Context: an optimization exercise on an open-source flow, tuned for small area, a short achievable clock period and few clock cycles. The choices shown serve that exercise and are no tape-out recipe.
Function was checked by simulation only, so behaviour that the tests miss may differ from the original.
Power is estimated from default activity; no workload was simulated.

<file path="design/flow/design.v">
package common_pkg;
    localparam logic [3:0] ST_F1  = 4'd0;    
    localparam logic [3:0] ST_F2  = 4'd1;    
    localparam logic [3:0] ST_F3  = 4'd2;    
    localparam logic [3:0] ST_R0  = 4'd3;    
    localparam logic [3:0] ST_XS  = 4'd4;    
    localparam logic [3:0] ST_MLS = 4'd5;    
    localparam logic [3:0] ST_MPP = 4'd6;    
    localparam logic [3:0] ST_CM  = 4'd7;    
    localparam logic [3:0] ST_WR0 = 4'd8;    
endpackage
module carry16 (
    input   logic   [15:0]  i_g,
    input   logic   [15:0]  i_p,
    input   logic           i_cin,
    output  logic   [16:0]  o_c          
);
    logic [15:0] g0, p0, g1, p1, g2, p2, g3, p3, g4, p4;
    assign g0 = {i_g[15:1], i_g[0] | (i_p[0] & i_cin)};
    assign p0 = i_p;
    always_comb begin
        for (int i = 0; i < 16; i++) begin
            if (i[0]) begin g1[i] = g0[i] | (p0[i] & g0[i-1]); p1[i] = p0[i] & p0[i-1]; end
            else      begin g1[i] = g0[i]; p1[i] = p0[i]; end
        end
        for (int i = 0; i < 16; i++) begin
            if (i[1]) begin g2[i] = g1[i] | (p1[i] & g1[{i[3:2], 2'b01}]); p2[i] = p1[i] & p1[{i[3:2], 2'b01}]; end
            else      begin g2[i] = g1[i]; p2[i] = p1[i]; end
        end
        for (int i = 0; i < 16; i++) begin
            if (i[2]) begin g3[i] = g2[i] | (p2[i] & g2[{i[3], 3'b011}]); p3[i] = p2[i] & p2[{i[3], 3'b011}]; end
            else      begin g3[i] = g2[i]; p3[i] = p2[i]; end
        end
        for (int i = 0; i < 16; i++) begin
            if (i[3]) begin g4[i] = g3[i] | (p3[i] & g3[7]); p4[i] = p3[i] & p3[7]; end
            else      begin g4[i] = g3[i]; p4[i] = p3[i]; end
        end
    end
    assign o_c = {g4, i_cin};
endmodule
module ALU (
    input   logic   [15:0]  i_a,
    input   logic   [15:0]  i_b,
    input   logic   [3:0]   i_t,         
    input   logic           i_bpos,      
    input   logic           i_bneg,      
    input   logic           i_cin,       
    input   logic           i_arith,     
    input   logic           i_subdec,    
    input   logic           i_logic,     
    input   logic           i_left,      
    input   logic           i_right,     
    input   logic           i_rol,       
    input   logic           i_msb,       
    input   logic           i_ror,       
    input   logic           i_zero,      
    output  logic   [15:0]  o_res,
    output  logic           o_c,
    output  logic           o_s,
    output  logic           o_z
);
    logic [15:0] bx, lu, g, sh, nsum, k;
    logic [16:0] c;
    always_comb begin
        for (int i = 0; i < 16; i++) begin
            bx[i] = i_b[i] ? i_bpos : i_bneg;
            lu[i] = i_t[{i_a[i], i_b[i]}];
        end
    end
    assign g = i_a & bx;
    assign k = i_a | bx;
    carry16 cy (.i_g(g), .i_p(k), .i_cin(i_cin), .o_c(c));
    assign sh   = ({16{i_left}}  & {i_a[14:0], i_rol & i_a[15]})
                | ({16{i_right}} & {(i_msb & i_a[15]) | (i_ror & i_a[0]), i_a[15:1]});
    assign nsum = lu | sh;
    assign o_res = (nsum & {16{~i_zero}}) ^ ({16{i_arith & ~i_zero}} & c[15:0]);
    logic zero16, z_arith;
    assign zero16  = (lu[0] == i_cin) && (lu[15:1] == k[14:0]);
    assign z_arith = ~zero16 | (k[15] ^ i_subdec);
    assign o_z = i_arith ? z_arith : (i_logic | (|nsum));
    assign o_c = i_logic | (i_arith & (c[16] ^ i_subdec));
    assign o_s = ~o_res[15];
endmodule
module regsel (
    input   logic   [3:0]   i_f,
    input   logic           i_mem_ok,
    output  logic   [14:0]  o_sel
);
    always_comb begin
        for (int i = 0; i < 15; i++) o_sel[i] = (i_f == i[3:0]);
        o_sel[11] = o_sel[11] & i_mem_ok;
    end
endmodule
module inc16 (
    input   logic   [15:0]  i_a,
    output  logic   [15:0]  o_s
);
    logic [16:0] c;
    assign c[0] = 1'b1;
    always_comb begin
        for (int i = 0; i < 16; i++) c[i+1] = c[i] & i_a[i];
    end
    assign o_s = i_a ^ c[15:0];
endmodule
module incdec16 (
    input   logic   [15:0]  i_a,
    input   logic           i_dec,
    output  logic   [15:0]  o_s
);
    logic [16:0] c;
    assign c[0] = 1'b1;
    always_comb begin
        for (int i = 0; i < 16; i++) c[i+1] = c[i] & (i_a[i] ^ i_dec);
    end
    assign o_s = i_a ^ c[15:0];
endmodule
module rport_p (
    input   logic   [14:0]  i_sel,
    input   logic   [15:0]  i_ir1,
    input   logic   [7:0]   i_ir2,
    input   logic   [15:0]  i_iv,
    input   logic   [15:0]  i_ir3,
    input   logic   [3:0]   i_flag,
    input   logic   [15:0]  i_a, i_b, i_c, i_d, i_e, i_f,
    input   logic   [15:0]  i_mem,
    input   logic   [15:0]  i_adr,
    input   logic   [15:0]  i_ip,
    input   logic   [15:0]  i_sp,
    output  logic   [15:0]  o_n0, o_n1, o_n2, o_n3
);
    assign o_n0 = ~(({16{i_sel[0]}}  & i_ir1)
                  | ({16{i_sel[1]}}  & {8'h00, i_ir2})
                  | ({16{i_sel[2]}}  & i_iv)
                  | ({16{i_sel[3]}}  & i_ir3));
    assign o_n1 = ~(({16{i_sel[4]}}  & {12'h000, i_flag})
                  | ({16{i_sel[5]}}  & i_a)
                  | ({16{i_sel[6]}}  & i_b)
                  | ({16{i_sel[7]}}  & i_c));
    assign o_n2 = ~(({16{i_sel[8]}}  & i_d)
                  | ({16{i_sel[9]}}  & i_e)
                  | ({16{i_sel[10]}} & i_f)
                  | ({16{i_sel[11]}} & i_mem));
    assign o_n3 = ~(({16{i_sel[12]}} & i_adr)
                  | ({16{i_sel[13]}} & i_ip)
                  | ({16{i_sel[14]}} & i_sp));
endmodule
module rport_f (
    input   logic   [15:0]  i_n0, i_n1, i_n2, i_n3,
    output  logic   [15:0]  o_data
);
    assign o_data = ~(i_n0 & i_n1 & i_n2 & i_n3);
endmodule
import common_pkg::*;
module nlp16af(
    input   logic           i_clk,
    input   logic           i_rst_n,
    output  logic           o_wr,
    output  logic           o_rd,
    input   logic   [15:0]  i_bus,
    output  logic   [15:0]  o_bus,
    output  logic   [15:0]  o_address
);
    logic           rst;
    assign rst = ~i_rst_n;
    logic   [3:0]   state, nstate;
    logic           xq, nxq;             
    logic           nxt, nnxt;           
    logic           ejd;                 
    logic           cmx, ncmx;           
    logic   [3:0]   nfa, nfb;            
    logic   [14:0]  sel_a, sel_b;        
    logic   [14:0]  nsel_a, nsel_b;
    logic           rd_q, nrd;           
    logic           wr_q, nwr;           
    logic           wrc_q, nwrc;         
    logic   [2:0]   asel, nasel;         
    logic           s_f1, s_f2, s_f3, s_r0, s_xs, s_mls, s_mpp, s_cm, s_wr0;
    assign s_f1  = state == ST_F1;
    assign s_f2  = state == ST_F2;
    assign s_f3  = state == ST_F3;
    assign s_r0  = state == ST_R0;
    assign s_xs  = state == ST_XS;
    assign s_mls = state == ST_MLS;
    assign s_mpp = state == ST_MPP;
    assign s_cm  = state == ST_CM;
    assign s_wr0 = state == ST_WR0;
    logic   [15:0]  ir1;                 
    logic   [7:0]   ir2f;                
    logic   [7:0]   ir2;                 
    logic   [15:0]  ir3, iv, r_a, r_b, r_c, r_d, r_e, r_f, adr, ip, sp;
    logic           fc, fs, fz;          
    logic   [15:0]  mdr;                 
    logic   [3:0]   e_ra1;               
    logic           e_ld;                
    function automatic logic cond_ok(input logic [3:0] cf, input logic c, input logic s, input logic z);
        logic t;
        begin
            case (cf[3:1])
                3'd4:    t = c;
                3'd6:    t = z;
                3'd7:    t = s;
                default: t = 1'b0;
            endcase
            cond_ok = t ^ cf[0];
        end
    endfunction
    logic   [3:0]   opc, ra1;
    logic           is_ld, is_st, is_ldst, is_call, is_pop, is_push, is_alu, ra1_mem, ra1_ip, cnd;
    logic   [5:0]   aluop;
    assign opc     = ir1[15:12];
    assign ra1     = ir1[3:0];
    assign is_ld   = opc == 4'h8;
    assign is_st   = opc == 4'h9;
    assign is_ldst = is_ld | is_st;
    assign is_call = opc == 4'hB;
    assign is_pop  = opc == 4'hC;
    assign is_push = opc == 4'hD;
    assign is_alu  = ~(is_ldst | is_call | is_pop | is_push);
    assign ra1_mem = ra1 == 4'hB;
    assign ra1_ip  = ra1 == 4'hD;
    assign aluop   = (opc[3:2] == 2'b00) ? ir1[13:8] : {2'b00, ir1[11:8]};
    logic           cc_c, cc_z, cc_s, cc_inv;
    always_ff @(posedge i_clk) begin
        if (s_f1) begin
            cc_c   <= i_bus[7:5] == 3'd4;
            cc_z   <= i_bus[7:5] == 3'd6;
            cc_s   <= i_bus[7:5] == 3'd7;
            cc_inv <= i_bus[4];
        end
    end
    assign cnd     = ((cc_c & fc) | (cc_z & fz) | (cc_s & fs)) ^ cc_inv;
    logic           is_mov;
    always_comb begin
        case (aluop)
            6'h0A, 6'h09, 6'h1B, 6'h18, 6'h06, 6'h12, 6'h14, 6'h16,
            6'h20, 6'h24, 6'h22, 6'h30, 6'h34, 6'h32: is_mov = 1'b0;
            default:                                 is_mov = 1'b1;
        endcase
    end
    logic           ej;
    assign ej = s_f3 & cnd & is_alu & ra1_ip & is_mov & (ir2f[7:4] == 4'h3);
    logic           b_push, b_pop, b_skip;
    assign b_push = i_bus[15:12] == 4'hD;
    assign b_pop  = i_bus[15:12] == 4'hC;
    assign b_skip = ~xq & ~cond_ok(i_bus[7:4], fc, fs, fz);
    logic           im16_bus, memsrc_bus, memsrc_reg, eof, memsrc;
    logic   [3:0]   w2a, w2b;
    assign im16_bus   = i_bus[15:12] == 4'h3 || i_bus[11:8] == 4'h3;
    assign memsrc_bus = i_bus[15:12] == 4'hB || i_bus[11:8] == 4'hB;
    assign memsrc_reg = ir2f[7:4] == 4'hB || ir2f[3:0] == 4'hB;
    assign eof        = (s_f2 & ~im16_bus) | s_f3;    
    assign memsrc     = s_f2 ? memsrc_bus : memsrc_reg;
    assign w2a        = s_f2 ? i_bus[15:12] : ir2f[7:4];
    assign w2b        = s_f2 ? i_bus[11:8]  : ir2f[3:0];
    logic           x_ra1, x_adr, squash, st_xs;
    assign x_ra1  = xq & ~is_ldst & ~ra1_mem & ~ejd;   
    assign x_adr  = xq & is_ldst;                      
    assign squash = s_f1 & xq & ~is_ldst & ra1_ip & ~ejd;    
    assign st_xs  = is_st & (ra1 == 4'h0 || ra1_ip);   
    localparam logic [2:0] A_IP = 3'b001, A_ADR = 3'b010, A_SP = 3'b100, A_0 = 3'b000;
    always_comb begin
        nstate = ST_F1;
        nxq    = 1'b0;
        ncmx   = 1'b0;
        nnxt   = 1'b0;
        nfa    = ir2f[7:4];
        nfb    = ir2f[3:0];
        case (state)
            ST_F1:          nfa = (xq & is_ldst) ? ra1 : i_bus[3:0];
            ST_F2, ST_F3: begin
                nfa = is_call ? ra1 : w2a;
                nfb = (is_call & is_mov & ~ra1_mem) ? w2a : w2b;
            end
            ST_XS:          nfa = is_ldst ? ra1 : 4'h0;
            ST_MLS:         nfa = ra1;
            default: ;
        endcase
        case (state)
            ST_F1: begin
                if (xq & ~is_ldst & ra1_ip & ~ejd) begin
                    nstate = ST_F1;
                end else if (xq & is_ldst) begin
                    nstate = ST_MLS; nnxt = 1'b1;
                end else if ((b_push | b_pop) & b_skip) begin
                    nstate = ST_F1;
                end else if (b_push | b_pop) begin
                    nstate = ST_MPP;
                end else begin
                    nstate = ST_F2;
                end
            end
            ST_F2, ST_F3: begin
                if (s_f2 & im16_bus)              nstate = ST_F3;
                else if (!cnd)                    nstate = ST_F1;
                else if (is_call) begin
                    nstate = ST_CM;
                    if (is_mov & ~ra1_mem & (w2a != 4'hB)) begin
                        ncmx = 1'b1; nxq = 1'b1;
                    end
                end
                else if (memsrc & ~(is_alu & ra1_mem)) nstate = ST_R0;
                else begin
                    nstate = (st_xs | (is_alu & ra1_mem)) ? ST_XS : ST_F1;
                    nxq = 1'b1;
                end
            end
            ST_R0: begin
                nstate = st_xs ? ST_XS : ST_F1;
                nxq = 1'b1;
            end
            ST_CM: begin
                if (cmx)                          nstate = ST_F1;
                else if (memsrc_reg & ~ra1_mem)   nstate = ST_R0;
                else begin
                    nstate = ra1_mem ? ST_XS : ST_F1;
                    nxq = 1'b1;
                end
            end
            ST_XS:                                nstate = is_ldst ? ST_MLS : ST_WR0;
            ST_MLS: begin
                if (nxt & (is_push | is_pop) & cnd) nstate = ST_MPP;
                else                              nstate = (nxt & ~(is_push | is_pop)) ? ST_F2 : ST_F1;
            end
            default:                              nstate = ST_F1;
        endcase
        nrd  = 1'b0;
        nwr  = 1'b0;
        nwrc = 1'b0;
        case (nstate)
            ST_F1, ST_F2, ST_F3, ST_R0: nrd = 1'b1;
            ST_WR0, ST_CM:              nwr = 1'b1;
            ST_MLS: begin                
                nrd = is_ld & ~ra1_mem;
                nwr = ~(is_ld & ~ra1_mem);
            end
            ST_MPP: begin
                nwrc = 1'b1;
                if (s_f1) begin          
                    nrd = b_pop & (i_bus[3:0] != 4'hB);
                    nwr = b_push | (i_bus[3:0] == 4'hB);
                end else begin           
                    nrd = is_pop & ~ra1_mem;
                    nwr = is_push | ra1_mem;
                end
            end
            default: ;
        endcase
        case (nstate)
            ST_F1, ST_F2, ST_F3:    nasel = A_IP;
            ST_MLS:                 nasel = A_ADR;
            ST_MPP, ST_CM:          nasel = A_SP;
            default:                nasel = A_0;
        endcase
    end
    always_ff @(posedge i_clk) begin
        if (rst) begin
            state <= ST_F1;
            xq    <= 1'b0;
            rd_q  <= 1'b1;
            wr_q  <= 1'b0;
            wrc_q <= 1'b0;
            asel  <= A_IP;
        end else begin
            state <= nstate;
            xq    <= nxq;
            rd_q  <= nrd;
            wr_q  <= nwr;
            wrc_q <= nwrc;
            asel  <= nasel;
        end
    end
    always_ff @(posedge i_clk) begin
        nxt   <= nnxt;
        ejd   <= ej;
        cmx   <= ncmx;
        sel_a <= nsel_a;
        sel_b <= nsel_b;
    end
    logic   [15:0]  a, b;
    regsel rsa (.i_f(nfa), .i_mem_ok(s_r0), .o_sel(nsel_a));
    regsel rsb (.i_f(nfb), .i_mem_ok(s_r0), .o_sel(nsel_b));
    logic   [15:0]  pa0, pa1, pa2, pa3, a_bus;
    rport_p rpa (.i_sel(sel_a), .i_ir1(ir1), .i_ir2(ir2), .i_iv(iv), .i_ir3(ir3), .i_flag({fc, fs, 1'b0, fz}),
                .i_a(r_a), .i_b(r_b), .i_c(r_c), .i_d(r_d), .i_e(r_e), .i_f(r_f),
                .i_mem(mdr), .i_adr(adr), .i_ip(ip), .i_sp(sp), .o_n0(pa0), .o_n1(pa1), .o_n2(pa2), .o_n3(pa3));
    rport_f rfa (.i_n0(pa0), .i_n1(pa1), .i_n2(pa2), .i_n3(pa3), .o_data(a));
    rport_f rfo (.i_n0(pa0), .i_n1(pa1), .i_n2(pa2), .i_n3(pa3), .o_data(a_bus));
    logic   [15:0]  pb0, pb1, pb2, pb3;
    rport_p rpb (.i_sel(sel_b), .i_ir1(ir1), .i_ir2(ir2), .i_iv(iv), .i_ir3(ir3), .i_flag({fc, fs, 1'b0, fz}),
                .i_a(r_a), .i_b(r_b), .i_c(r_c), .i_d(r_d), .i_e(r_e), .i_f(r_f),
                .i_mem(mdr), .i_adr(adr), .i_ip(ip), .i_sp(sp), .o_n0(pb0), .o_n1(pb1), .o_n2(pb2), .o_n3(pb3));
    rport_f rfb (.i_n0(pb0), .i_n1(pb1), .i_n2(pb2), .i_n3(pb3), .o_data(b));
    logic   [3:0]   t, nt;
    logic           bpos, bneg, cin, arith, subdec, lgc, left, right, rol, sar, ror;
    logic           nbpos, nbneg, ncin, narith, nsubdec, nlgc, nleft, nright, nrol, nsar, nror;
    always_comb begin
        nt = 4'b0000; nbpos = 0; nbneg = 0; ncin = 0; narith = 0; nsubdec = 0; nlgc = 0;
        nleft = 0; nright = 0; nrol = 0; nsar = 0; nror = 0;
        if (nxq) begin
            case (aluop)
                6'h0A: begin nt = 4'b0110; nbpos = 1; narith = 1; end                                
                6'h09: begin nt = 4'b1001; nbneg = 1; ncin = 1; narith = 1; nsubdec = 1; end         
                6'h1B: begin nt = 4'b1100; ncin = 1; narith = 1; end                                 
                6'h18: begin nt = 4'b0011; nbpos = 1; nbneg = 1; narith = 1; nsubdec = 1; end        
                6'h06: begin nt = 4'b1000; nlgc = 1; end                                             
                6'h12: begin nt = 4'b1110; nlgc = 1; end                                             
                6'h14: begin nt = 4'b0011; nlgc = 1; end                                             
                6'h16: begin nt = 4'b0110; nlgc = 1; end                                             
                6'h20, 6'h24: nleft = 1;                                                             
                6'h22: begin nleft = 1; nrol = 1; end                                                
                6'h30: nright = 1;                                                                   
                6'h34: begin nright = 1; nsar = 1; end                                               
                6'h32: begin nright = 1; nror = 1; end                                               
                default: nt = ncmx ? 4'b1010 : 4'b1100;                                              
            endcase
        end
    end
    always_ff @(posedge i_clk) begin
        {t, bpos, bneg, cin, arith, subdec, lgc, left, right, rol, sar, ror} <=
            {nt, nbpos, nbneg, ncin, narith, nsubdec, nlgc, nleft, nright, nrol, nsar, nror};
    end
    logic   [15:0]  res;
    logic           c_o, s_o, z_o;
    ALU alu (
        .i_a(a), .i_b(b), .i_t(t), .i_bpos(bpos), .i_bneg(bneg), .i_cin(cin), .i_arith(arith),
        .i_subdec(subdec), .i_logic(lgc), .i_left(left), .i_right(right), .i_rol(rol),
        .i_msb(sar), .i_ror(ror), .i_zero(rst),
        .o_res(res), .o_c(c_o), .o_s(s_o), .o_z(z_o)
    );
    logic   ld_mls, pop_ok;
    assign ld_mls = s_mls & e_ld & (e_ra1 != 4'hB);
    assign pop_ok = s_mpp & is_pop & cnd;
    assign o_rd   = rd_q;
    assign o_wr   = wr_q & (~wrc_q | cnd);
    assign o_bus  = a_bus;
    assign o_address = ({16{asel[0]}} & ip) | ({16{asel[1]}} & adr) | ({16{asel[2]}} & sp);
    logic           ldsel, bsel;
    logic   [15:0]  wd;
    assign ldsel = ld_mls | (pop_ok & ~ra1_mem);
    assign bsel  = (ldsel | s_f2 | s_f3) & ~rst;
    assign wd    = res | (i_bus & {16{bsel}});       
    logic   [3:0]   wdest;
    logic           wen;
    assign wdest = x_adr ? 4'hC : (s_mls ? e_ra1 : ra1);
    assign wen   = x_ra1 | x_adr | ldsel;
    logic   [15:0]  we;
    always_comb begin
        we = 16'h0000;
        if (wen) we[wdest] = 1'b1;
    end
    logic           flag_we, sp_dec, sp_inc, ir1_res;
    assign flag_we = xq & ~is_ldst;
    assign ir1_res = s_xs & ~is_ldst;                  
    assign sp_dec  = (s_f1 & b_push & ~(b_skip) & ~squash & ~(xq & is_ldst)) | (s_mls & nxt & is_push & cnd)
                   | (eof & cnd & is_call);
    assign sp_inc  = s_mpp & ((is_pop & cnd) | (is_push & ~cnd));
    logic   [15:0]  ip_inc, sp_pm;
    inc16    ipi (.i_a(ip), .o_s(ip_inc));
    incdec16 spi (.i_a(sp), .i_dec(~s_mpp), .o_s(sp_pm));    
    always_ff @(posedge i_clk) begin
        mdr <= i_bus;
        if (s_f1 | ir1_res)                     ir1  <= s_f1 ? i_bus : res;
        if (s_f2)                               ir2f <= i_bus[15:8];
        if (rst | we[1] | s_f2)                 ir2  <= wd[7:0];
        if (rst | we[2])                        iv   <= wd;
        if (rst | we[3] | s_f3)                 ir3  <= wd;
        if (rst | we[5])                        r_a  <= wd;
        if (rst | we[6])                        r_b  <= wd;
        if (rst | we[7])                        r_c  <= wd;
        if (rst | we[8])                        r_d  <= wd;
        if (rst | we[9])                        r_e  <= wd;
        if (rst | we[10])                       r_f  <= wd;
        if (rst | we[12])                       adr  <= wd;
        if (rst | we[13] | s_f1 | s_f2 | s_f3)  ip   <= (rst | we[13] | ej) ? wd : ip_inc;
        if (rst | sp_dec | sp_inc)              sp   <= rst ? 16'hEFFF : sp_pm;
        if (rst | flag_we)                      {fc, fs, fz} <= rst ? 3'b000 : {c_o, s_o, z_o};
        if (x_adr)                              {e_ra1, e_ld} <= {ra1, is_ld};
    end
endmodule
</file>
<file path="design/flow/flow/run.sh">
#!/bin/bash
# Layout flow: the standard flow, with a faster buffer on each port and timing repair
# aiming at a 4.4 ns period.
set -o pipefail
export BUFFER_PORTS_ARGS="-buffer_cell sky130_fd_sc_hd__buf_4"
export SETUP_SLACK_MARGIN=7.6
bash standard.sh > standard.log 2>&1
</file>
<file path="design/flow/standard.sh">
#!/bin/bash
# synth_recipe.tcl (not shown) runs the flow's synth.tcl, then flattens the netlist and writes it again
# the make line also repeats each setting of config.mk as NAME=value (left out here)
make -C /OpenROAD-flow-scripts/flow DESIGN_CONFIG=/design/flow/config.mk WORK_HOME=/design/flow/orfs CLKGATE_MAP_FILE= SYNTH_SCRIPT=/design/flow/synth_recipe.tcl "${@:-finish}"
</file>
<file path="design/flow/config.mk">
export PLATFORM = sky130hd
export DESIGN_NAME = nlp16af
export DESIGN_NICKNAME = nlp16af
export VERILOG_FILES = /design/flow/design.v
export SDC_FILE = /design/flow/constraint.sdc
export NUM_CORES = 8
export LEC_CHECK = 0
export CAP_MARGIN = 40
export CORE_MARGIN = 2
export CORE_UTILIZATION = 40
export CTS_CLUSTER_DIAMETER = 150
export CTS_CLUSTER_SIZE = 25
export SLEW_MARGIN = 40
export SYNTH_HIERARCHICAL = 1
</file>
<file path="design/flow/constraint.sdc">
create_clock -name core_clock -period 12.0 [get_ports {i_clk}]
set_input_delay 2.4000 -clock core_clock [delete_from_list [all_inputs] [get_ports {i_clk}]]
set_output_delay 2.4000 -clock core_clock [all_outputs]
set_load 0.01 [all_outputs]
</file>
==> impl_metrics.yaml, run 1 <==
global_route:
  grt_max_degree: 37
  first_global_vias: 13330
  antenna_found_initial: 1
  gr-total-overflow: 0
  grt.total_usage_pct: 30.03
  grt_pass1_wl_mm: 91.00
worst_setup_path:
  rrSetupSlack_ns: 7.65
  end_kind: "primary output"
  critPathTopFamily: "flip-flops"
  r2r_start: "ip[0]$_DFFE_PP_"
  critPathArrivalTime_ns: 2.14
  rr_endpoint: "ip[15]$_DFFE_PP_"
  crit_required_ns: 9.60
  path_cells: "a222oi_1 -> nand4_1 -> buf_4"
  path_buf_inv: 1
  path_class: "flip-flop to primary output"
  cp-startpoint: "sp[14]$_SDFFCE_PN1P_"
  worst_path_largest_cell_delay_ns: 0.53
  r2r_cells: 17
  startpoint_type: "flip-flop"
  crit_path_top_delay_cell: "edfxtp_1"
  path_max_fanout: 4
sta:
  setup_tns_ns: 0
  rsz0062_at_grt: "yes"
  hold_violations: 0
  finalCriticalPeriod_ns: 4.544
  tightest_slew_ns: 0.8246
  maxSlewViolCount: 0
  clock.fmax_mhz: 220.1
  timing.final.crit_share_pct: 37.87
  slew_headroom_pct: 44.45
  fin_skew_ns: 0.02408
  setup-violations-final: 0
final_layout:
  num-nets-final: 1529
  area_growth_pct: 12.94
  drive_gt1_share_pct: 21.70
  final_util_pct: 46.04
die:
  rows: 73
  fp.dieW_um: 205.7
  io_pins: 52
  die_y_um: 205.7
  initial_utilization_pct: 40.76
  dieArea_um2: 42310
  core_region_area_um2: 39910
logic_synthesis:
  syn-cell-area_um2: 16270
  synth_area_leaders: "edfxtp_1 (41%), dfxtp_1 (9.1%), a222oi_1 (5.5%), nand2_1 (2.8%), a22o_1 (2.7%)"
  async_flop_share_pct: 0
  yosysTopAreaCellShare_pct: 40.60
  synth_warnings: 12
  seq_area_frac_synth_pct: 49.71
  synth.distinct_cells: 96
  ys_dominant_reg_cell: "edfxtp_1"
  avgSynthCellArea_um2: 11.56
  syn-instance-count: 1408
  synth-edff-count: 220
  yosysTopAreaCell: "edfxtp_1"
  synth_seq_cells: 294
routing:
  routed-via-count: 14280
  drt_wl_total_mm: 65.41
  drt_iter0_drc: 2867
  ant_nets: 0
  drcViolationCount: 0
  wire_per_inst_um: 32.30
  firstDrtPassIters: 9
  via_per_inst: 7.051
cts:
  clock_latency_ns: 0.52
  cts-root-buf: "clkbuf_16"
  cts_tree: "built"
  cts.htree.levels: 1
  cts_max_path_buffers: 3
  cts_buffers: 15
  hold_buffers: 0
  clkTransAtPathRegs_ns: 0.10
  clock_sinks: 294
outcome:
  status: "timing/DRC/antenna clean"
power:
  p_leak_uw: 0.006902
  ir_worst_vdd_mv: 0.1694
  power_density_nw_per_um2: 256.9
placed_design:
  routabilityCongestion: 0.9919
  port_buffers: 51
  dp_hpwl_mm: 41.02
min_path:
  holdPathStages: 1
  whs_endpoint: "e_ra1[2]$_DFFE_PP_"
  worstHoldStart: "ir1[2]$_DFFE_PP_"
  worstHoldPathType: "flip-flop to flip-flop"
run:
  drv_cap: 0
-- final cells by class --
type	count	area (um^2)
antenna	2	5.005
tap	525	656.9
clock buffer	23	405.4
multi-input combinational	971	7637
clock inverter	1	8.758
timing repair buffer	157	1315
fill	3617	21540
inverter	52	195.2
sequential	294	8153
-- power by group --
group          total (uW)  switching [uW]  leakage [uW]  internal, uW
registers            1720             322       0.00286          1400
logic                2440            1520       0.00384           914
clock network         564             326      0.000198           238
-- per-module statistics from Yosys (local to each module, per instance) --
module / copies in the design / cells
nlp16af: 1 / 753
inc16: 1 / 16
rport_f: 3 / 16
incdec16: 1 / 61
regsel: 2 / 22
rport_p: 2 / 113
carry16: 1 / 54
ALU: 1 / 206
-- cells in the mapped netlist (20+ instances only) --
library cell,instances
a21oi_1,26
inv_1,50
a22o_1,50
clkbuf_1,42
a21o_1,26
nand4_1,60
a222oi_1,89
nand2b_1,34
a221oi_1,42
nand3_1,22
o21ai_0,23
xnor2_1,35
dfxtp_1,74
nor3_1,26
ha_1,20
mux2i_1,21
nand2_1,123
nor2_1,79
a221oi_2,26
edfxtp_1,220
buf_2,23
-- cells by family after synthesis --
logic type | count (synthesis) | share of synthesized area [%]
AO/OA/AOI/OAI | 390 | 21.22
flip-flops | 294 | 49.71
AND/OR/NAND/NOR | 455 | 15.18
other | 1 | 0.02305
buffers and inverters | 144 | 4.568
XOR/XNOR | 45 | 2.422
multiplexers | 59 | 5.344
adder cells (fa/ha/maj) | 20 | 1.538
-- metal layers --
layer  wire (um)  up-vias  global-route usage (%)  share of wire (%)
met5           0        -                       0                  0
met4        4300        0                   14.98                6.6
met3        8829      265                   7.729                 13
met2       28000     1182                   45.66                 43
met1       24280     6944                   39.66                 37
li1            -     5887                       -                  -
-- how the worst max path moves through the flow --
stage,end,slack [ns],depth (start not counted)
2_1_floorplan,sp[0]$_SDFFCE_PN1P_,7.61,6
3_3_place_gp,ip[11]$_DFFE_PP_,7.36,6
3_5_place_dp,sp[1]$_SDFFCE_PN1P_,7.42,7
4_1_cts,o_wr,7.49,5
5_1_grt,o_bus[15],7.45,4
6_report,o_bus[14],7.46,3
-- timing repair --
item,4_1_cts,5_1_grt
resized for setup,14,28
pin swaps,15,30
buffers inserted,38,44
endpoints found under the setup margin,19,45
-- cells in the final DEF, fill, tap and decap left out, types with 20 or more instances in the layout --
master and n:
a21o_1 26, a21oi_1 25, a221oi_1 32, a221oi_2 35, a222oi_1 89, a22o_1 50, buf_4 136, dfxtp_1 50
edfxtp_1 220, ha_1 20, inv_1 49, mux2i_1 20, nand2_1 122, nand2b_1 34, nand3_1 22, nand4_1 60
nor2_1 79, nor3_1 25, o21ai_0 21, xnor2_1 35
-- metrics by stage --
| step | setup WS [ns] | area (um^2) | cells | hold WS, ns | total power (uW) |
|---|---|---|---|---|---|
| after floorplan | 7.608 | 16280 | 1409 | 0.5596 | 2929 |
| after global routing | 7.454 | 18370 | 2023 | 0.7300 | 4877 |
| after detailed placement | 7.420 | 17060 | 1916 | 0.7403 | 3840 |
| after CTS | 7.489 | 17850 | 1978 | 0.6974 | 4467 |
| final | 7.456 | 18380 | 2025 | 0.7122 | 4722 |
| after global placement | 7.363 | 17010 | 1916 | 0.7327 | 3810 |
Testbench counts, summed over its fixed seeds: cycles 83,608.
==> run 2: changes to the inputs <==
==> design/flow/flow/run.sh (replaced) <==
#!/bin/bash
# Layout flow: the standard flow, with a faster buffer on each port and timing repair
# aiming at a 4.35 ns period.
set -o pipefail
export BUFFER_PORTS_ARGS="-buffer_cell sky130_fd_sc_hd__buf_4"
export SETUP_SLACK_MARGIN=7.65
bash standard.sh > standard.log 2>&1
==> impl_metrics.yaml, run 2 <==
routing:
  drt_iter0_drc: 2499
  wire_per_inst_um: 31.62
  firstDrtPassIters: 10
  via_per_inst: 6.893
  ant_nets: 0
  drcViolationCount: 0
  drt_wl_total_mm: 65.05
  routed-via-count: 14180
sta:
  setup_tns_ns: 0
  maxSlewViolCount: 0
  clock.fmax_mhz: 219.3
  rsz0062_at_grt: "yes"
  hold_violations: 0
  timing.final.crit_share_pct: 38.01
  fin_skew_ns: 0.03597
  finalCriticalPeriod_ns: 4.561
  setup-violations-final: 0
  tightest_slew_ns: 0.8674
  slew_headroom_pct: 42.18
logic_synthesis:
  async_flop_share_pct: 0
  synth_area_leaders: "edfxtp_1 (41%), dfxtp_1 (9.1%), a222oi_1 (5.5%), nand2_1 (2.8%), a22o_1 (2.7%)"
  ys_dominant_reg_cell: "edfxtp_1"
  synth.most_common_cell: "edfxtp_1"
  synth.distinct_cells: 96
  syn-instance-count: 1408
  netlist_top_cells_count: "edfxtp_1 (220), nand2_1 (123), a222oi_1 (89), nor2_1 (79), dfxtp_1 (74)"
  synth_warnings: 12
  avgSynthCellArea_um2: 11.56
  yosysTopAreaCellShare_pct: 40.60
  yosysTopAreaCell: "edfxtp_1"
  syn-cell-area_um2: 16270
  synth-edff-count: 220
  seq_area_frac_synth_pct: 49.71
  synth_seq_cells: 294
worst_setup_path:
  crit_path_top_delay_cell: "edfxtp_1"
  rrSetupSlack_ns: 7.63
  path_cells: "a222oi_1 -> nand4_1 -> buf_4"
  path_max_fanout: 6
  path_class: "flip-flop to primary output"
  startpoint_type: "flip-flop"
  critPathArrivalTime_ns: 2.16
  crit_required_ns: 9.60
  worst_path_largest_cell_delay_ns: 0.55
  end_kind: "primary output"
  r2r_cells: 16
die:
  dieArea_um2: 42310
  core_region_area_um2: 39910
  rows: 73
  io_pins: 52
  initial_utilization_pct: 40.76
  die_y_um: 205.7
  fp.dieW_um: 205.7
cts:
  cts-root-buf: "clkbuf_16"
  clkTransAtPathRegs_ns: 0.11
  hold_buffers: 0
  cts.htree.levels: 1
  cts_buffers: 15
  clock_sinks: 294
  cts_tree: "built"
  clock_latency_ns: 0.52
  cts_max_path_buffers: 3
power:
  ir_worst_vdd_mv: 0.1477
  p_leak_uw: 0.007086
  power_density_nw_per_um2: 257.8
final_layout:
  drive_gt1_share_pct: 23.46
  num-nets-final: 1559
  final_common_cell: "edfxtp_1"
  fill_cells: 3605
  area_growth_pct: 15.05
  final_cell_mix: "edfxtp_1 (220), buf_4 (157), nand2_1 (122), a222oi_1 (89), nor2_1 (79)"
  layout.cells.non_filler: 2057
global_route:
  grt_pass1_wl_mm: 90.25
  grt_max_degree: 37
  first_global_vias: 13300
  antenna_found_initial: 1
  grt.total_usage_pct: 29.91
  gr-total-overflow: 0
run:
  drv_cap: 0
placed_design:
  dp.cells: 1922
  routabilityCongestion: 0.9176
  port_buffers: 51
  dp_hpwl_mm: 40.94
min_path:
  holdPathStages: 1
  worstHoldPathType: "flip-flop to flip-flop"
outcome:
  status: "timing/DRC/antenna clean"
run 2: path summary, 6_finish.rpt:
check	end	start
worst max register to register	ip[15]$_DFFE_PP_	ip[0]$_DFFE_PP_
worst min-delay path	e_ra1[0]$_DFFE_PP_	ir1[0]$_DFFE_PP_
worst min register to register	e_ra1[0]$_DFFE_PP_	ir1[0]$_DFFE_PP_
worst max-delay path	o_bus[14]	sp[14]$_SDFFCE_PN1P_
run 2: repair_timing:
action / CTS / global route
setup buffers: 65 / 41
resized for setup: 38 / 27
pin swaps: 29 / 33
setup endpoints to repair: 32 / 117
run 2: cell type report:
| cell class | count | area [um^2] | area share (%) |
|---|---|---|---|
| inverter | 52 | 195.2 | 1.043 |
| clock buffer | 24 | 409.1 | 2.186 |
| tap | 525 | 656.9 | 3.509 |
| clock inverter | 2 | 17.52 | 0.09358 |
| antenna | 2 | 5.005 | 0.02674 |
| multi-input combinational | 971 | 7686 | 41.06 |
| timing repair buffer | 187 | 1607 | 8.582 |
| sequential | 294 | 8143 | 43.50 |
run 2: critical path, delay by kind of cell, from the launching register on:
family	cells	cell delay (ns)
simple gates	1	0.37
flops	1	0.55
compound gates	1	0.44
buf+inv	1	0.28
run 2: kinds of logic after synthesis:
logic type	synth area share (%)
compound gates	21.22
xor+xnor	2.422
fa+ha+maj	1.538
buf+inv	4.568
flops	49.71
mux	5.344
other cells	0.02305
simple gates	15.18
run 2: Yosys stat by module (local to each module, per instance):
| module | copies in the design | cells inside | flops+latches | cell area (um^2) |
|---|---|---|---|---|
| nlp16af | 1 | 753 | 294 | 11110 |
| rport_p | 2 | 113 | 0 | 1087 |
| inc16 | 1 | 16 | 0 | 187.7 |
| incdec16 | 1 | 61 | 0 | 455.4 |
| rport_f | 3 | 16 | 0 | 100.1 |
| ALU | 1 | 206 | 0 | 1508 |
| regsel | 2 | 22 | 0 | 113.9 |
| carry16 | 1 | 54 | 0 | 309.0 |
run 2: power breakdown:
group          leakage (uW)  switching (uW)  internal [uW]  total, uW
logic               0.00403            1580           1000       2580
registers           0.00286             286           1400       1680
clock network      0.000204             321            241        562
run 2: stage by stage:
stage / setup WS, ns / hold WS, ns / power [uW] / cell area (um^2) / util [%]
final: 7.439 / 0.7550 / 4826 / 18720 / 46.90
after detailed placement: 7.146 / 0.7328 / 3839 / 17110 / 42.86
after floorplan: 7.635 / 0.5596 / 2929 / 16290 / -
after CTS: 7.548 / 0.7330 / 4562 / 18260 / 45.74
after global routing: 7.397 / 0.7483 / 4986 / 18710 / 46.89
after global placement: 6.912 / 0.7237 / 3802 / 17060 / 42.73
run 2: routing by layer:
metal  vias to the layer above  track usage [%]  part of all wire (%)
met5                         -                0                     0
met4                         0            14.18                   5.2
met3                       219            7.998                    14
met2                      1101            45.51                    44
met1                      6902            39.55                    37
li1                       5957                -                     -
==> run 3: changes to the inputs <==
==> design/flow/flow/run.sh (replaced) <==
#!/bin/bash
# Layout flow: the standard flow, with a faster buffer on each port and timing repair
# aiming at a 4.5 ns period.
set -o pipefail
export BUFFER_PORTS_ARGS="-buffer_cell sky130_fd_sc_hd__buf_4"
export SETUP_SLACK_MARGIN=7.5
bash standard.sh > standard.log 2>&1
==> impl_metrics.yaml, run 3 <==
outcome:
  status: "timing/DRC/antenna clean"
logic_synthesis:
  synth_xor_area_share_pct: 2.422
  synth_top_family_by_area: "compound AO/OA/AOI/OAI gates"
  synth.most_common_cell: "edfxtp_1"
  netlist_top_cells_count: "edfxtp_1 (220), nand2_1 (123), a222oi_1 (89), nor2_1 (79), dfxtp_1 (74)"
  synth_warnings: 12
  syn-cell-area_um2: 16270
  synth.distinct_cells: 96
  avgSynthCellArea_um2: 11.56
  synth_area_leaders: "edfxtp_1 (41%), dfxtp_1 (9.1%), a222oi_1 (5.5%), nand2_1 (2.8%), a22o_1 (2.7%)"
  synthAdderAreaFrac_pct: 1.538
  ys_dominant_reg_cell: "edfxtp_1"
  async_flop_share_pct: 0
  seq_area_frac_synth_pct: 49.71
  synth_compound_area_share_pct: 21.22
  syn-instance-count: 1408
  muxShareOfSynthArea_pct: 5.345
  synth-edff-count: 220
  yosysTopAreaCell: "edfxtp_1"
  yosysTopAreaCellShare_pct: 40.60
  synth_seq_cells: 294
  synth-simple-area-share_pct: 15.18
cts:
  clkTransAtPathRegs_ns: 0.10
  cts-root-buf: "clkbuf_16"
  clock_sinks: 294
  cts.htree.levels: 1
  cts_max_path_buffers: 3
  cts_tree: "built"
  cts_buffers: 15
  clock_latency_ns: 0.53
  hold_buffers: 0
sta:
  setup_tns_ns: 0
  hold_violations: 0
  tightest_slew_ns: 0.8082
  fin_skew_ns: 0.03278
  rsz0062_at_grt: "yes"
  maxSlewViolCount: 0
  setup-violations-final: 0
  clock.fmax_mhz: 222.4
  timing.final.crit_share_pct: 37.47
  finalCriticalPeriod_ns: 4.497
  whs_ns: 0.7298
  slew_headroom_pct: 46.05
die:
  rows: 73
  core_region_area_um2: 39910
  dieArea_um2: 42310
  io_pins: 52
  fp.dieW_um: 205.7
  initial_utilization_pct: 40.76
  die_y_um: 205.7
routing:
  wire_per_inst_um: 31.27
  firstDrtPassIters: 8
  via_per_inst: 6.921
  drcViolationCount: 0
  drt_iter0_drc: 2685
  drt_wl_total_mm: 61.92
  ant_nets: 0
  routed-via-count: 13700
placed_design:
  port_buffers: 51
  routabilityCongestion: 0.9220
  dp_hpwl_mm: 40.92
final_layout:
  final_cell_mix: "edfxtp_1 (220), nand2_1 (122), buf_4 (110), a222oi_1 (89), nor2_1 (79)"
  final_util_pct: 44.69
  num-nets-final: 1484
  drive_gt1_share_pct: 18.28
  area_growth_pct: 9.643
  final_common_cell: "edfxtp_1"
  fill_cells: 3645
  num_antenna_cells: 0
global_route:
  grt.total_usage_pct: 28.97
  antenna_found_initial: 1
  first_global_vias: 12720
  grt_pass1_wl_mm: 87.65
  use_met3_pct: 6.256
  use_met2_pct: 44.76
  busiest_layer: "met2"
  grt_max_degree: 37
  gr-total-overflow: 0
  met1_usage_pct: 40.01
power:
  combPwrFrac_pct: 50.2
  power_density_nw_per_um2: 257.9
  ir_worst_vdd_mv: 0.1700
  clkPwrFrac_pct: 12.4
  switchingPower_uw: 2105
  internal-power_uw: 2496
  p_total_uw: 4600
  p_leak_uw: 0.006636
  power.share.sequential_pct: 37.4
  switching_share_pct: 45.75
worst_setup_path:
  critPathArrivalTime_ns: 2.10
  path_max_fanout: 16
  path_class: "flip-flop to primary output"
  critPathCapture: "o_bus[8]"
  r2r_cells: 16
  crit_required_ns: 9.60
  rr_endpoint: "ip[15]$_DFFE_PP_"
  startpoint_type: "flip-flop"
  rrSetupSlack_ns: 7.61
  r2r_start: "ip[0]$_DFFE_PP_"
  cp-startpoint: "sel_a[13]$_DFF_P_"
  end_kind: "primary output"
min_path:
  worstHoldPathType: "flip-flop to flip-flop"
run:
  drv_cap: 0
==> run 3: how the worst min path moves through the flow <==
stage,from,endpoint,slack (ns),cells after the start
after CTS,ir1[3]$_DFFE_PP_,e_ra1[3]$_DFFE_PP_,0.70,1
after detailed placement,ip[4]$_DFFE_PP_,ip[4]$_DFFE_PP_,0.72,2
final,ir1[3]$_DFFE_PP_,e_ra1[3]$_DFFE_PP_,0.73,1
after global routing,ir1[3]$_DFFE_PP_,e_ra1[3]$_DFFE_PP_,0.76,1
after global placement,ip[3]$_DFFE_PP_,ip[3]$_DFFE_PP_,0.71,2
after floorplan,ir1[1]$_DFFE_PP_,e_ra1[1]$_DFFE_PP_,0.56,0
==> run 3: cell type report <==
type	count	area, um^2	area share, %
clock buffers	24	409.1	2.293
clock inverters	2	17.52	0.09819
inverters	52	195.2	1.094
multi-input cells	971	7575	42.46
flip-flops and latches	294	8134	45.60
well taps	525	656.9	3.682
repair buffers	112	852.1	4.776
==> run 3: cell families (layout without fill, tap and decap cells) <==
| logic type | Yosys count | after routing |
|---|---|---|
| flops | 294 | 294 |
| xor+xnor | 45 | 45 |
| fa+ha+maj | 20 | 20 |
| other cells | 1 | 2 |
| simple gates | 455 | 455 |
| mux | 59 | 59 |
| buf+inv | 144 | 190 |
| compound gates | 390 | 390 |
==> run 3: timing repair <==
item                                   4_1_cts  5_1_grt
endpoints found under the hold margin        0        0
setup endpoints to repair                   11       69
buffers inserted                            10       22
cloned                                       0        0
resized for setup                            6       11
pin swaps                                    2       17
==> run 3: critical path, cell delays in order, from the launching register on <==
cell and delay, ns:
dfxtp_2 0.51, a222oi_1 0.54, nand4_1 0.29, buf_4 0.24
==> run 3: per-layer routing <==
metal | wire [um] | part of all wire [%] | vias up
li1 | - | - | 5794
met1 | 23770 | 38 | 6693
met2 | 27150 | 44 | 1011
met3 | 8319 | 13 | 206
met4 | 2688 | 4.3 | 0
met5 | 0 | 0 | -
==> run 3: Yosys stat by module, one instance, submodules excluded, a selection <==
| module | flops+latches | cells |
|---|---|---|
| ALU | 0 | 206 |
| incdec16 | 0 | 61 |
| carry16 | 0 | 54 |
| regsel | 0 | 22 |
| nlp16af | 294 | 753 |
| rport_f | 0 | 16 |
| inc16 | 0 | 16 |
==> run 3: power groups by stage <==
| stage | Sequential, uW | Clock (uW) | Combinational, uW |
|---|---|---|---|
| global placement | 1760 | 0 | 2040 |
| finish | 1720 | 569 | 2310 |
| CTS | 1710 | 577 | 2140 |
| global route | 1730 | 606 | 2450 |
| detailed placement | 1780 | 0 | 2050 |
| floorplan | 1540 | 0 | 1390 |
==> run 3: per-stage QoR <==
step | setup WS (ns) | std cells | cell area [um^2]
final | 7.503 | 1980 | 17840
after global routing | 7.416 | 1980 | 17840
after CTS | 7.430 | 1957 | 17620
after detailed placement | 7.212 | 1921 | 17090
after global placement | 6.855 | 1920 | 17030
after floorplan | 7.546 | 1409 | 16270
==> run 4: changes to the inputs <==
--- a/design/flow/design.v
+++ b/design/flow/design.v
@@ -150,6 +150,14 @@
 );
     assign o_data = ~(i_n0 & i_n1 & i_n2 & i_n3);
 endmodule
+module owr (
+    input   logic   i_wr, i_wrc,
+    input   logic   i_c, i_z, i_s, i_inv,
+    input   logic   i_fc, i_fz, i_fs,
+    output  logic   o_wr
+);
+    assign o_wr = i_wr & (~i_wrc | (((i_c & i_fc) | (i_z & i_fz) | (i_s & i_fs)) ^ i_inv));
+endmodule
 import common_pkg::*;
 module nlp16af(
     input   logic           i_clk,
@@ -431,7 +439,8 @@
     assign ld_mls = s_mls & e_ld & (e_ra1 != 4'hB);
     assign pop_ok = s_mpp & is_pop & cnd;
     assign o_rd   = rd_q;
-    assign o_wr   = wr_q & (~wrc_q | cnd);
+    owr owr_u (.i_wr(wr_q), .i_wrc(wrc_q), .i_c(cc_c), .i_z(cc_z), .i_s(cc_s), .i_inv(cc_inv),
+               .i_fc(fc), .i_fz(fz), .i_fs(fs), .o_wr(o_wr));
     assign o_bus  = a_bus;
     assign o_address = ({16{asel[0]}} & ip) | ({16{asel[1]}} & adr) | ({16{asel[2]}} & sp);
     logic           ldsel, bsel;
--- a/design/flow/config.mk
+++ b/design/flow/config.mk
@@ -5,10 +5,10 @@
 export SDC_FILE = /design/flow/constraint.sdc
 export NUM_CORES = 8
 export LEC_CHECK = 0
-export CAP_MARGIN = 40
+export CAP_MARGIN = 30
 export CORE_MARGIN = 2
 export CORE_UTILIZATION = 40
 export CTS_CLUSTER_DIAMETER = 150
 export CTS_CLUSTER_SIZE = 25
-export SLEW_MARGIN = 40
+export SLEW_MARGIN = 30
 export SYNTH_HIERARCHICAL = 1
==> impl_metrics.yaml, run 4 <==
outcome:
  status: "timing/DRC/antenna clean"
sta:
  tightest_slew_ns: 1.058
  slew_headroom_pct: 29.38
  maxSlewViolCount: 0
  setup_tns_ns: 0
  finalCriticalPeriod_ns: 4.542
  fin_skew_ns: 0.02095
  clock.fmax_mhz: 220.2
  setup-violations-final: 0
  timing.final.crit_share_pct: 37.85
  rsz0062_at_grt: "yes"
  hold_violations: 0
worst_setup_path:
  end_kind: "primary output"
  crit_required_ns: 9.60
  startpoint_type: "flip-flop"
  critPathArrivalTime_ns: 2.14
  path_max_fanout: 16
  path_class: "flip-flop to primary output"
final_layout:
  num_antenna_cells: 0
  fill_cells: 3704
  final_cell_mix: "edfxtp_1 (220), nand2_1 (139), buf_4 (94), a222oi_1 (93), nor2_1 (85)"
  final_util_pct: 44.15
  final_common_cell: "edfxtp_1"
  multiInputGateArea_um2: 7463
  drive_gt1_share_pct: 17.68
  regArea_um2: 8134
  layout.cells.non_filler: 1973
  area_growth_pct: 8.355
  num-nets-final: 1477
die:
  die_y_um: 205.6
  io_pins: 52
  dieArea_um2: 42290
  rows: 73
  fp.dieW_um: 205.6
  core_region_area_um2: 39910
  initial_utilization_pct: 40.74
run:
  drv_cap: 0
cts:
  clock_sinks: 294
  cts.htree.levels: 1
  hold_buffers: 0
  cts-root-buf: "clkbuf_16"
  cts_max_path_buffers: 3
  clkTransAtPathRegs_ns: 0.10
  cts_tree: "built"
  clock_latency_ns: 0.53
  cts_buffers: 15
placed_design:
  dp_hpwl_mm: 39.98
  routabilityCongestion: 0.9665
  dp.cells: 1925
  port_buffers: 51
logic_synthesis:
  synth.distinct_cells: 96
  syn-cell-area_um2: 16260
  yosysTopAreaCellShare_pct: 40.62
  synth_area_leaders: "edfxtp_1 (41%), dfxtp_1 (9.1%), a222oi_1 (5.7%), nand2_1 (3.2%), a22o_1 (2.7%)"
  yosysTopAreaCell: "edfxtp_1"
  synth_warnings: 12
  synth.most_common_cell: "edfxtp_1"
  avgSynthCellArea_um2: 11.48
  netlist_top_cells_count: "edfxtp_1 (220), nand2_1 (139), a222oi_1 (93), nor2_1 (86), dfxtp_1 (74)"
  ys_dominant_reg_cell: "edfxtp_1"
  async_flop_share_pct: 0
  syn-instance-count: 1417
  synth-edff-count: 220
  synth_seq_cells: 294
  seq_area_frac_synth_pct: 49.73
power:
  ir_worst_vdd_mv: 0.1269
  p_total_uw: 4406
  p_leak_uw: 0.006675
  power_density_nw_per_um2: 250.0
routing:
  routed-via-count: 13660
  drt_wl_total_mm: 61.73
  wire_per_inst_um: 31.28
  firstDrtPassIters: 10
  drt_iter0_drc: 2721
  via_per_inst: 6.925
  ant_nets: 0
  drcViolationCount: 0
global_route:
  grt_max_degree: 39
  first_global_vias: 12740
  gr-total-overflow: 0
  antenna_found_initial: 2
  grt.total_usage_pct: 28.66
  grt_pass1_wl_mm: 87.00
min_path:
  worstHoldPathType: "flip-flop to flip-flop"
-- run 4: cell types whose count changed after synthesis, sizes merged, moves of 5 or more --
cell	change
a211oi	-5
a21oi	+5
and3	+5
inv	+5
nand2	+17
nor2	+9
nor3	-5
o21ai	+10
o22a	-11
o31ai	-11
-- run 4: cells by family (layout without fill, tap and decap cells) --
| family | count (synthesis) | count (layout) | synth area share [%] |
|---|---|---|---|
| fa+ha+maj | 20 | 20 | 1.539 |
| compound gates | 374 | 374 | 20.30 |
| mux | 58 | 58 | 5.270 |
| flops | 294 | 294 | 49.73 |
| xor+xnor | 46 | 46 | 2.523 |
| simple gates | 476 | 476 | 15.82 |
| buf+inv | 148 | 178 | 4.801 |
| other cells | 1 | 2 | 0.02306 |
-- run 4: modules after synthesis, one instance, submodules excluded, excerpt --
module	cell area, um^2	copies in the design	cells
regsel	113.9	2	22
owr	26.28	1	3
nlp16af	11070	1	759
inc16	187.7	1	16
carry16	309.0	1	54
rport_p	1087	2	113
-- run 4: final timing paths --
kind                      from                  to  slack [ns]  cells past startpoint
min reg2reg   ir1[3]$_DFFE_PP_  e_ra1[3]$_DFFE_PP_        0.72                      1
max          sel_a[13]$_DFF_P_            o_bus[3]        7.46                      3
min           ir1[3]$_DFFE_PP_  e_ra1[3]$_DFFE_PP_        0.72                      1
max reg2reg    ip[0]$_DFFE_PP_    ip[15]$_DFFE_PP_        7.58                     16
-- run 4: routing by layer --
layer	GRT usage [%]	routed length, um	up-vias
li1	-	-	5732
met2	44.08	26780	1063
met3	7.095	8331	225
met1	37.45	22800	6642
met5	0	13	-
met4	14.62	3797	2
-- run 4: what timing repair did --
action / in CTS / in global routing
cloned: 0 / 0
pin swaps: 1 / 13
gates resized for setup: 11 / 14
setup endpoints to repair: 16 / 42
setup buffers: 10 / 12
-- run 4: area by class of cell --
class / instances / share of cell area, %
Sequential cell: 294 / 46.16
Clock inverter: 3 / 0.1065
Tap cell: 525 / 3.728
Multi-Input combinational cell: 976 / 42.35
Clock buffer: 23 / 2.300
Timing Repair Buffer: 95 / 4.068
Inverter: 57 / 1.285
-- run 4: where the power goes --
part	internal [uW]	switching, uW
sequential	1390	385
combinational	780	1280
clock	240	332
total	2410	1990
-- run 4: stage by stage --
stage	setup WS [ns]	hold WS [ns]	cell area, um^2
finish	7.458	0.7168	17620
floorplan	7.711	0.5658	16270
detailed placement	7.435	0.7020	16960
global placement	7.476	0.7174	16940
global route	7.404	0.7160	17620
CTS	7.479	0.7037	17480
-- run 4: worst max-delay path, cell delays in order (launching register included) --
cell	delay, ns
dfxtp_2	0.52
a222oi_1	0.53
nand4_1	0.31
buf_4	0.24
Testbench counts of run 4, summed over its fixed seeds: cycles 83,608.
==> run 5: changes to the inputs <==
--- a/design/flow/config.mk
+++ b/design/flow/config.mk
@@ -5,10 +5,10 @@
 export SDC_FILE = /design/flow/constraint.sdc
 export NUM_CORES = 8
 export LEC_CHECK = 0
-export CAP_MARGIN = 30
+export CAP_MARGIN = 50
 export CORE_MARGIN = 2
 export CORE_UTILIZATION = 40
 export CTS_CLUSTER_DIAMETER = 150
 export CTS_CLUSTER_SIZE = 25
-export SLEW_MARGIN = 30
+export SLEW_MARGIN = 50
 export SYNTH_HIERARCHICAL = 1
==> impl_metrics.yaml, run 5 <==
routing:
  drt_iter0_drc: 2600
  drcViolationCount: 0
  wire_per_inst_um: 31.08
  via_per_inst: 6.878
  routed-via-count: 13620
  firstDrtPassIters: 8
  drt_wl_total_mm: 61.55
  ant_nets: 0
power:
  p_total_uw: 4411
  power_density_nw_per_um2: 249.4
  ir_worst_vdd_mv: 0.1308
  p_leak_uw: 0.006714
die:
  fp.dieW_um: 205.6
  core_region_area_um2: 39910
  dieArea_um2: 42290
  io_pins: 52
  initial_utilization_pct: 40.74
  rows: 73
  die_y_um: 205.6
logic_synthesis:
  synth_top_family_by_area: "compound AO/OA/AOI/OAI gates"
  syn-cell-area_um2: 16260
  avgSynthCellArea_um2: 11.48
  synth_xor_area_share_pct: 2.523
  seq_area_frac_synth_pct: 49.73
  muxShareOfSynthArea_pct: 5.270
  synth_seq_cells: 294
  synth.most_common_cell: "edfxtp_1"
  synth_area_leaders: "edfxtp_1 (41%), dfxtp_1 (9.1%), a222oi_1 (5.7%), nand2_1 (3.2%), a22o_1 (2.7%)"
  synth_compound_area_share_pct: 20.30
  synth_warnings: 12
  yosysTopAreaCellShare_pct: 40.62
  syn-instance-count: 1417
  synthAdderAreaFrac_pct: 1.539
  synth-simple-area-share_pct: 15.82
  synth.distinct_cells: 96
  netlist_top_cells_count: "edfxtp_1 (220), nand2_1 (139), a222oi_1 (93), nor2_1 (86), dfxtp_1 (74)"
  synth-edff-count: 220
  async_flop_share_pct: 0
  yosysTopAreaCell: "edfxtp_1"
  ys_dominant_reg_cell: "edfxtp_1"
worst_setup_path:
  crit_path_top_delay_cell: "a222oi_1"
  path_max_fanout: 16
  startpoint_type: "flip-flop"
  path_class: "flip-flop to primary output"
  worst_path_largest_cell_delay_ns: 0.54
  path_cells: "a222oi_1 -> nand4_1 -> buf_4"
  end_kind: "primary output"
  critPathArrivalTime_ns: 2.16
  crit_required_ns: 9.60
sta:
  fin_skew_ns: 0.02075
  maxSlewViolCount: 0
  timing.final.crit_share_pct: 37.97
  rsz0062_at_grt: "yes"
  tightest_slew_ns: 0.7812
  clock.fmax_mhz: 219.5
  slew_headroom_pct: 47.92
  setup_tns_ns: 0
  setup-violations-final: 0
  hold_violations: 0
  finalCriticalPeriod_ns: 4.557
placed_design:
  routabilityCongestion: 0.9665
  dp_hpwl_mm: 39.91
  port_buffers: 51
  dp.cells: 1925
cts:
  cts_max_path_buffers: 3
  clkTransAtPathRegs_ns: 0.10
  clock_latency_ns: 0.53
  cts_buffers: 15
  clock_sinks: 294
  cts_tree: "built"
  cts-root-buf: "clkbuf_16"
  cts.htree.levels: 1
final_layout:
  layout.cells.non_filler: 1980
  fill_cells: 3705
  final_common_cell: "edfxtp_1"
  area_growth_pct: 8.747
  final_util_pct: 44.31
  num-nets-final: 1485
  final_cell_mix: "edfxtp_1 (220), nand2_1 (139), buf_4 (100), a222oi_1 (93), nor2_1 (85)"
  drive_gt1_share_pct: 18.29
global_route:
  antenna_found_initial: 0
  grt.total_usage_pct: 28.61
  first_global_vias: 12670
  grt_max_degree: 39
  grt_pass1_wl_mm: 86.66
  gr-total-overflow: 0
outcome:
  status: "timing/DRC/antenna clean"
run:
  drv_cap: 0
min_path:
  worstHoldPathType: "flip-flop to flip-flop"
run 5: cell counts after synthesis:
Identical to the previous run, type by type.
run 5: what timing repair did:
item	in CTS	in global routing
buffers inserted	10	19
hold buffers	0	0
endpoints found under the setup margin	6	16
pin swaps	2	13
resized for setup	6	8
run 5: cell families (layout without fill, tap and decap cells):
| family | count (synthesis) | count (layout) |
|---|---|---|
| adders and majority gates | 20 | 20 |
| AOI/OAI and AO/OA | 374 | 374 |
| xor gates and xnor gates | 46 | 46 |
| DFF | 294 | 294 |
| muxes | 58 | 58 |
| buffers and inverters | 148 | 184 |
| other | 1 | 3 |
| and+or+nand+nor | 476 | 476 |
run 5: where the power goes:
group          internal [uW]  switching [uW]
registers               1390             369
logic                    786            1290
clock network            238             338
run 5: final cells by class:
type                       instances  area (um^2)  area share (%)
antenna                            1        2.502         0.01415
clock buffer                      22        401.6           2.271
clock inverter                     2        17.52         0.09904
inverter                          57        226.5           1.281
multi-input combinational        976         7463           42.20
sequential                       294         8139           46.02
tap                              525        656.9           3.714
timing repair buffer             103        778.2           4.400
run 5: worst paths after layout:
kind,startpoint,endpoint,slack [ns],depth (start not counted)
setup / recovery,sel_a[13]$_DFF_P_,o_bus[3],7.44,3
hold / removal,ir1[3]$_DFFE_PP_,e_ra1[3]$_DFFE_PP_,0.72,1
setup reg to reg,ir1[0]$_DFFE_PP_,ip[13]$_DFFE_PP_,7.59,16
hold reg to reg,ir1[3]$_DFFE_PP_,e_ra1[3]$_DFFE_PP_,0.72,1
run 5: Yosys stat by module, one instance, submodules excluded:
module,cells inside,flops+latches,cell area [um^2],copies in the design
ALU,206,0,1508,1
rport_f,16,0,100.1,3
owr,3,0,26.28,1
carry16,54,0,309.0,1
regsel,22,0,113.9,2
inc16,16,0,187.7,1
rport_p,113,0,1087,2
incdec16,61,0,455.4,1
nlp16af,759,294,11070,1
run 5: metal layers:
layer | track usage, % | share of wire [%]
met5 | 0.8333 | 0
met3 | 7.982 | 14
met4 | 15.39 | 5.8
met2 | 43.21 | 44
met1 | 37.09 | 37
run 5: metrics by stage:
step	setup WS [ns]	hold slack, ns	area [um^2]
3_3_place_gp	7.476	0.7174	16940
2_1_floorplan	7.711	0.5658	16270
5_1_grt	7.415	0.7193	17680
3_5_place_dp	7.600	0.6946	16980
6_report	7.443	0.7226	17690
4_1_cts	7.470	0.7045	17490
run 5: worst max-delay path, delay by kind of cell (launching register included):
kind	cells	cell delay (ns)
AO/OA/AOI/OAI	1	0.54
AND/OR/NAND/NOR	1	0.32
buffers and inverters	1	0.24
flip-flops	1	0.53
==> run 6: changes to the inputs <==
==> design/flow/config.mk (replaced) <==
export PLATFORM = sky130hd
export DESIGN_NAME = nlp16af
export DESIGN_NICKNAME = nlp16af
export VERILOG_FILES = /design/flow/design.v
export SDC_FILE = /design/flow/constraint.sdc
export NUM_CORES = 8
export LEC_CHECK = 0
export CAP_MARGIN = 40
export CORE_MARGIN = 2
export CORE_UTILIZATION = 40
export CTS_CLUSTER_DIAMETER = 150
export CTS_CLUSTER_SIZE = 25
export SLEW_MARGIN = 40
export SYNTH_HIERARCHICAL = 1
export TNS_END_PERCENT = 0
==> impl_metrics.yaml, run 6 <==
global_route:
  grt_max_degree: 39
  grt.total_usage_pct: 28.24
  antenna_found_initial: 0
  gr-total-overflow: 0
  grt_pass1_wl_mm: 85.77
  first_global_vias: 12500
logic_synthesis:
  ys_dominant_reg_cell: "edfxtp_1"
  synth_seq_cells: 294
  synth_area_leaders: "edfxtp_1 (41%), dfxtp_1 (9.1%), a222oi_1 (5.7%), nand2_1 (3.2%), a22o_1 (2.7%)"
  synth_warnings: 12
  synth-edff-count: 220
  yosysTopAreaCell: "edfxtp_1"
  async_flop_share_pct: 0
  syn-instance-count: 1417
  synth.most_common_cell: "edfxtp_1"
  synth.distinct_cells: 96
  netlist_top_cells_count: "edfxtp_1 (220), nand2_1 (139), a222oi_1 (93), nor2_1 (86), dfxtp_1 (74)"
  syn-cell-area_um2: 16260
  seq_area_frac_synth_pct: 49.73
  avgSynthCellArea_um2: 11.48
  yosysTopAreaCellShare_pct: 40.62
worst_setup_path:
  startpoint_type: "flip-flop"
  crit_path_top_delay_cell: "edfxtp_1"
  critPathTopFamily: "compound AO/OA/AOI/OAI gates"
  worst_path_largest_cell_delay_ns: 0.38
  cp.depth: 5
  r2r_cells: 16
  crit_required_ns: 9.60
  path_max_fanout: 3
  cpMostUsedCell: "buf_4"
  path_cells: "buf_4 -> a22o_1 -> a221oi_1 -> nand4_1 -> buf_4"
  end_kind: "primary output"
  path_buf_inv: 2
  path_class: "flip-flop to primary output"
  critPathArrivalTime_ns: 2.15
  rrSetupSlack_ns: 7.57
cts:
  cts_max_path_buffers: 3
  clock_sinks: 294
  cts_tree: "built"
  cts_buffers: 15
  cts-root-buf: "clkbuf_16"
  hold_buffers: 0
  clkTransAtPathRegs_ns: 0.11
  cts.htree.levels: 1
  clock_latency_ns: 0.54
routing:
  routed-via-count: 13480
  drt_iter0_drc: 2736
  drt_wl_total_mm: 60.71
  ant_nets: 0
  drcViolationCount: 0
  via_per_inst: 6.872
  wire_per_inst_um: 30.96
  firstDrtPassIters: 9
die:
  fp.dieW_um: 205.6
  rows: 73
  die_y_um: 205.6
  dieArea_um2: 42290
  io_pins: 52
  initial_utilization_pct: 40.74
  core_region_area_um2: 39910
sta:
  timing.final.crit_share_pct: 37.92
  maxSlewViolCount: 0
  fin_skew_ns: 0.03165
  hold_violations: 0
  rsz0062_at_grt: "yes"
  slew_headroom_pct: 40.36
  setup_tns_ns: 0
  tightest_slew_ns: 0.8933
  finalCriticalPeriod_ns: 4.551
  setup-violations-final: 0
  layout_setup_ws_ns: 7.449
  clock.fmax_mhz: 219.7
power:
  ir_worst_vdd_mv: 0.1268
  p_leak_uw: 0.006610
  power_density_nw_per_um2: 249.0
  p_total_uw: 4359
min_path:
  worstHoldPathType: "flip-flop to flip-flop"
  holdPathStages: 2
placed_design:
  dp_slack_ns: 7.436
  dp_hpwl_mm: 39.89
  routabilityCongestion: 0.9665
  dp.cells: 1925
  port_buffers: 51
final_layout:
  layout.cells.non_filler: 1961
  num_antenna_cells: 0
  final_util_pct: 43.86
  num-nets-final: 1465
  area_growth_pct: 7.647
  fill_cells: 3729
  final_common_cell: "edfxtp_1"
  regArea_um2: 8129
  multiInputGateArea_um2: 7445
  drive_gt1_share_pct: 16.71
  final_cell_mix: "edfxtp_1 (220), nand2_1 (139), a222oi_1 (93), nor2_1 (85), buf_4 (83)"
outcome:
  status: "timing/DRC/antenna clean"
run:
  drv_cap: 0
[run 6: cell types whose count changed in the layout (fill, tap and decap cells not counted), moves of 2 or more]
cell      previous run  this run
buf_6                2         0
clkbuf_1             7         9
buf_4              100        83
dfxtp_4              6         4
dfxtp_1             45        49
dfxtp_2             23        21
[run 6: Yosys stat by module (local to each module, per instance)]
| module | flops+latches | area, um^2 |
|---|---|---|
| nlp16af | 294 | 11070 |
| ALU | 0 | 1508 |
| rport_p | 0 | 1087 |
| incdec16 | 0 | 455.4 |
| carry16 | 0 | 309.0 |
| inc16 | 0 | 187.7 |
| regsel | 0 | 113.9 |
| rport_f | 0 | 100.1 |
| owr | 0 | 26.28 |
[run 6: final cells by class]
| cell class | count | area share, % |
|---|---|---|
| Inverter | 57 | 1.294 |
| Sequential cell | 294 | 46.43 |
| Clock inverter | 2 | 0.1001 |
| Clock buffer | 24 | 2.337 |
| Multi-Input combinational cell | 976 | 42.52 |
| Tap cell | 525 | 3.752 |
| Timing Repair Buffer | 83 | 3.559 |
[run 6: final timing paths]
path                          from          endpoint
setup / recovery  fc$_SDFFCE_PN0P_          o_bus[3]
hold / removal      lgc$_SDFF_PN0_  fc$_SDFFCE_PN0P_
setup reg to reg   ip[0]$_DFFE_PP_  ip[15]$_DFFE_PP_
hold reg to reg     lgc$_SDFF_PN0_  fc$_SDFFCE_PN0P_
[run 6: timing repair]
| action | CTS | global route |
|---|---|---|
| setup buffers | 1 | 9 |
| hold endpoints to repair | 0 | 0 |
| gates resized for setup | 0 | 7 |
| gates cloned | 0 | 0 |
| pin swaps | 0 | 4 |
| setup endpoints to repair | 7 | 23 |
[run 6: power by group]
part           internal, uW  total (uW)  switching [uW]
combinational           749        2000            1250
sequential             1390        1780             389
clock                   241         580             339
[run 6: tightest hold or removal path: cells and delay by family, from the launching register on]
family	cells	cell delay [ns]
flip-flops	1	0.41
AND/OR/NAND/NOR	1	0.12
AO/OA/AOI/OAI	1	0.11
[run 6: metal layers]
layer	vias to the layer above	track usage (%)	share of wire [%]	routed length (um)
li1	5706	-	-	-
met3	198	7.444	13	8165
met5	-	0.8333	0.076	46
met4	2	13.13	5.9	3580
met1	6536	36.76	37	22530
met2	1034	43.77	43	26390
[run 6: stage by stage]
stage,cell area [um^2],hold WS [ns]
CTS,17410,0.7414
floorplan,16270,0.5658
global route,17510,0.7467
global placement,16940,0.7174
detailed placement,16980,0.7020
finish,17510,0.7441
[run 6: cell families (layout without fill, tap and decap cells)]
group | after synthesis | count (layout) | share of synthesized area (%)
compound gates | 374 | 374 | 20.30
xor+xnor | 46 | 46 | 2.523
other cells | 1 | 2 | 0.02306
simple gates | 476 | 476 | 15.82
mux | 58 | 58 | 5.270
flops | 294 | 294 | 49.73
buf+inv | 148 | 166 | 4.801
fa+ha+maj | 20 | 20 | 1.539

separate check: timing with driven ports:
In the flow no input, the clock included, has a driving cell. The finished layouts below were timed again as built, in two steps. Step 1 sets driving cells, clkbuf_16 on the clock port and buf_2 on the other inputs (assumed; they add their load-dependent delay and slew). Step 2, shift: input delay + t, output delay - t, t = (earliest + latest rising clock arrival at the registers) / 2. This alone moves slack from input paths to output paths. a / b / c = ideal ports / drivers / drivers and shift; a / b = the first two.
run	t (ns)	slack for setup (ns)	worst setup path at the end
run 1	0.567	7.456 / 7.401 / 7.341	input to register
run 2	0.557	7.439 / 7.387 / 7.363	input to register
run 3	0.562	7.503 / 7.451 / 7.141	input to register
run 4	0.579	7.458 / 7.395 / 7.448	input to register
run 5	0.581	7.443 / 7.382 / 7.585	register to register
run 6	0.575	7.449 / 7.395 / 7.574	register to register
After both steps setup and hold are still met in every run listed. The setup slack of run 3, which loses most, moves by -0.052 ns with the drivers and by -0.362 ns with both steps.
